Background: an optimization exercise with open tools, aiming at small area, a short achievable clock period and few clock cycles per item. Do not read the settings as production practice.
Only simulation tests tie the RTL to the original design; equivalence was not proved.
The clock input has no modelled driver; a real chip could not lean on it and would need a root buffer or a full tree.
Power and IR drop assume default switching activity.

## fp_add
module fp_add (
    input  [63:0] in_A,
    input  [63:0] in_B,
    input         clk,
    input         rst_n,
    input         in_valid,
    output [63:0] result,
    output        out_valid
);
Size in the first run: about 3800 cells after synthesis, roughly 670 flip-flops, roughly 34000 um2 of cells after synthesis.
==> flow/config.mk <==
export PLATFORM = sky130hd
export DESIGN_NAME = fp_add
export DESIGN_NICKNAME = fp_add
export VERILOG_FILES = /design/flow/design.v
export SDC_FILE = /design/flow/constraint.sdc
export NUM_CORES = 8
export LEC_CHECK = 0
export CAP_MARGIN = 20
export CORE_MARGIN = 2
export CORE_UTILIZATION = 55
export SLEW_MARGIN = 20
==> flow/constraint.sdc <==
create_clock -name core_clock -period 10.0 [get_ports {clk}]
set_input_delay 2.0000 -clock core_clock [delete_from_list [all_inputs] [get_ports {clk}]]
set_output_delay 2.0000 -clock core_clock [all_outputs]
set_load 0.01 [all_outputs]
standard.sh (not shown) runs the stock make flow with config.mk's settings and CLKGATE_MAP_FILE= SYNTH_SCRIPT=/design/flow/synth_recipe.tcl, a recipe that flattens the netlist after the stock synthesis.
==> flow/flow/run.sh <==
#!/bin/bash
set -euo pipefail
TREE=$PWD/flow/cts_tree.tcl
PORTS="BUFFER_PORTS_ARGS=-inputs -outputs -buffer_cell sky130_fd_sc_hd__buf_1"
bash standard.sh synth > synth.log 2>&1
bash standard.sh SETUP_SLACK_MARGIN=7.2 floorplan > floorplan.log 2>&1
bash standard.sh SETUP_SLACK_MARGIN=7.2 "$PORTS" place > place.log 2>&1
bash standard.sh SETUP_SLACK_MARGIN=7.2 PRE_CTS_TCL=$TREE cts > cts.log 2>&1
for step in grt route finish; do
  bash standard.sh SETUP_SLACK_MARGIN=7.2 $step > $step.log 2>&1
done
Other scripts of this flow, unchanged in this note and not shown: flow/flow/cts_tree.tcl
The first run finished with timing, DRC and antenna clean.
Testbench counts at the start, summed over its fixed seeds: cycles 80,056, items 80,000.
Change:
==> flow/flow/run.sh (replaced) <==
#!/bin/bash
set -euo pipefail
TREE=$PWD/flow/cts_tree.tcl
PORTS="BUFFER_PORTS_ARGS=-inputs -outputs -buffer_cell sky130_fd_sc_hd__buf_1"
bash standard.sh synth > synth.log 2>&1
bash standard.sh SETUP_SLACK_MARGIN=7 floorplan > floorplan.log 2>&1
bash standard.sh SETUP_SLACK_MARGIN=7 "$PORTS" place > place.log 2>&1
bash standard.sh SETUP_SLACK_MARGIN=7 PRE_CTS_TCL=$TREE cts > cts.log 2>&1
for step in grt route finish; do
  bash standard.sh SETUP_SLACK_MARGIN=7 $step > $step.log 2>&1
done
CORE_UTILIZATION = 65   (was 55)
Effect: The changed run completed without violations. Cell area is lower by 4.7%. Critical path depth falls by 4. Worst setup slack gets worse by 0.11 ns. Sequential power falls by about 2%. Area after synthesis stays the same. Global-route usage came out higher by 5.3 points. Power is lower by 3.5%. Clock skew drops by 0.037 ns.
Change:
==> flow/flow/run.sh (replaced) <==
#!/bin/bash
set -euo pipefail
TREE=$PWD/flow/cts_tree.tcl
PORTS="BUFFER_PORTS_ARGS=-inputs -outputs -buffer_cell sky130_fd_sc_hd__buf_1"
bash standard.sh synth > synth.log 2>&1
bash standard.sh SETUP_SLACK_MARGIN=7.1 floorplan > floorplan.log 2>&1
bash standard.sh SETUP_SLACK_MARGIN=7.1 "$PORTS" place > place.log 2>&1
bash standard.sh SETUP_SLACK_MARGIN=7.1 PRE_CTS_TCL=$TREE cts > cts.log 2>&1
for step in grt route finish; do
  bash standard.sh SETUP_SLACK_MARGIN=7.1 $step > $step.log 2>&1
done
CORE_UTILIZATION = 60   (was 65)
PLACE_DENSITY = 0.7   (was default)
Effect:
- clock skew climbs by 0.0050 ns
- utilization decreases by 4.4 points
- maximum frequency went up by a few percent
- worst setup slack improves by 0.13 ns
- global-route usage falls by 3.2 points
- routed wire length is higher slightly
- die area came out higher by a little under a tenth
- final area rises by a few percent
- via count drops slightly
- final cell count came out higher by a few percent
Change:
PLACE_DENSITY = default   (was 0.7)
=> Global-route usage falls by 0.45 points; synthesized area is unchanged; maximum frequency rises by about 0.9%; clock skew falls by 0.049 ns; power falls by about 0.5%; design area falls by about 0.8%; combinational power falls by about 1%.
No run of this note takes its clock network from TritonCTS; it comes from the design's own scripts or RTL.

afterwards: timing with drivers on the ports:
The results above use ideal ports. As a check the final layouts listed here were re-extracted and re-timed, cells and wires unchanged.
Step 1: set_driving_cell puts a clkbuf_16 on clk and a buf_2 on each other input, an assumption about the parent block.
Step 2 moves the port delays by t, midway between the first and last clock arrival at a register: inputs arrive t later, outputs are due t later. That takes back most of the time a late clock gives input paths.
Three values: no drivers, after step 1, after step 2; two values: the first two.
run | shift t [ns] | setup WS [ns] | latest minus earliest clock arrival (ns) | worst slew at a driven data input, ns | cell pins on the clock port's net
the first run | 0.537 | 7.049 / 6.940 / 7.049 | 0.164 / 0.164 | 0.05 | 4
the second run | 0.552 | 6.941 / 6.873 / 6.941 | 0.126 / 0.125 | 0.06 | 4
the third run | 0.533 | 7.072 / 6.931 / 7.082 | 0.132 / 0.132 | 0.05 | 4
the fourth run | 0.516 | 7.098 / 6.966 / 7.115 | 0.105 / 0.104 | 0.06 | 4
After both steps setup and hold are still met in every run listed.
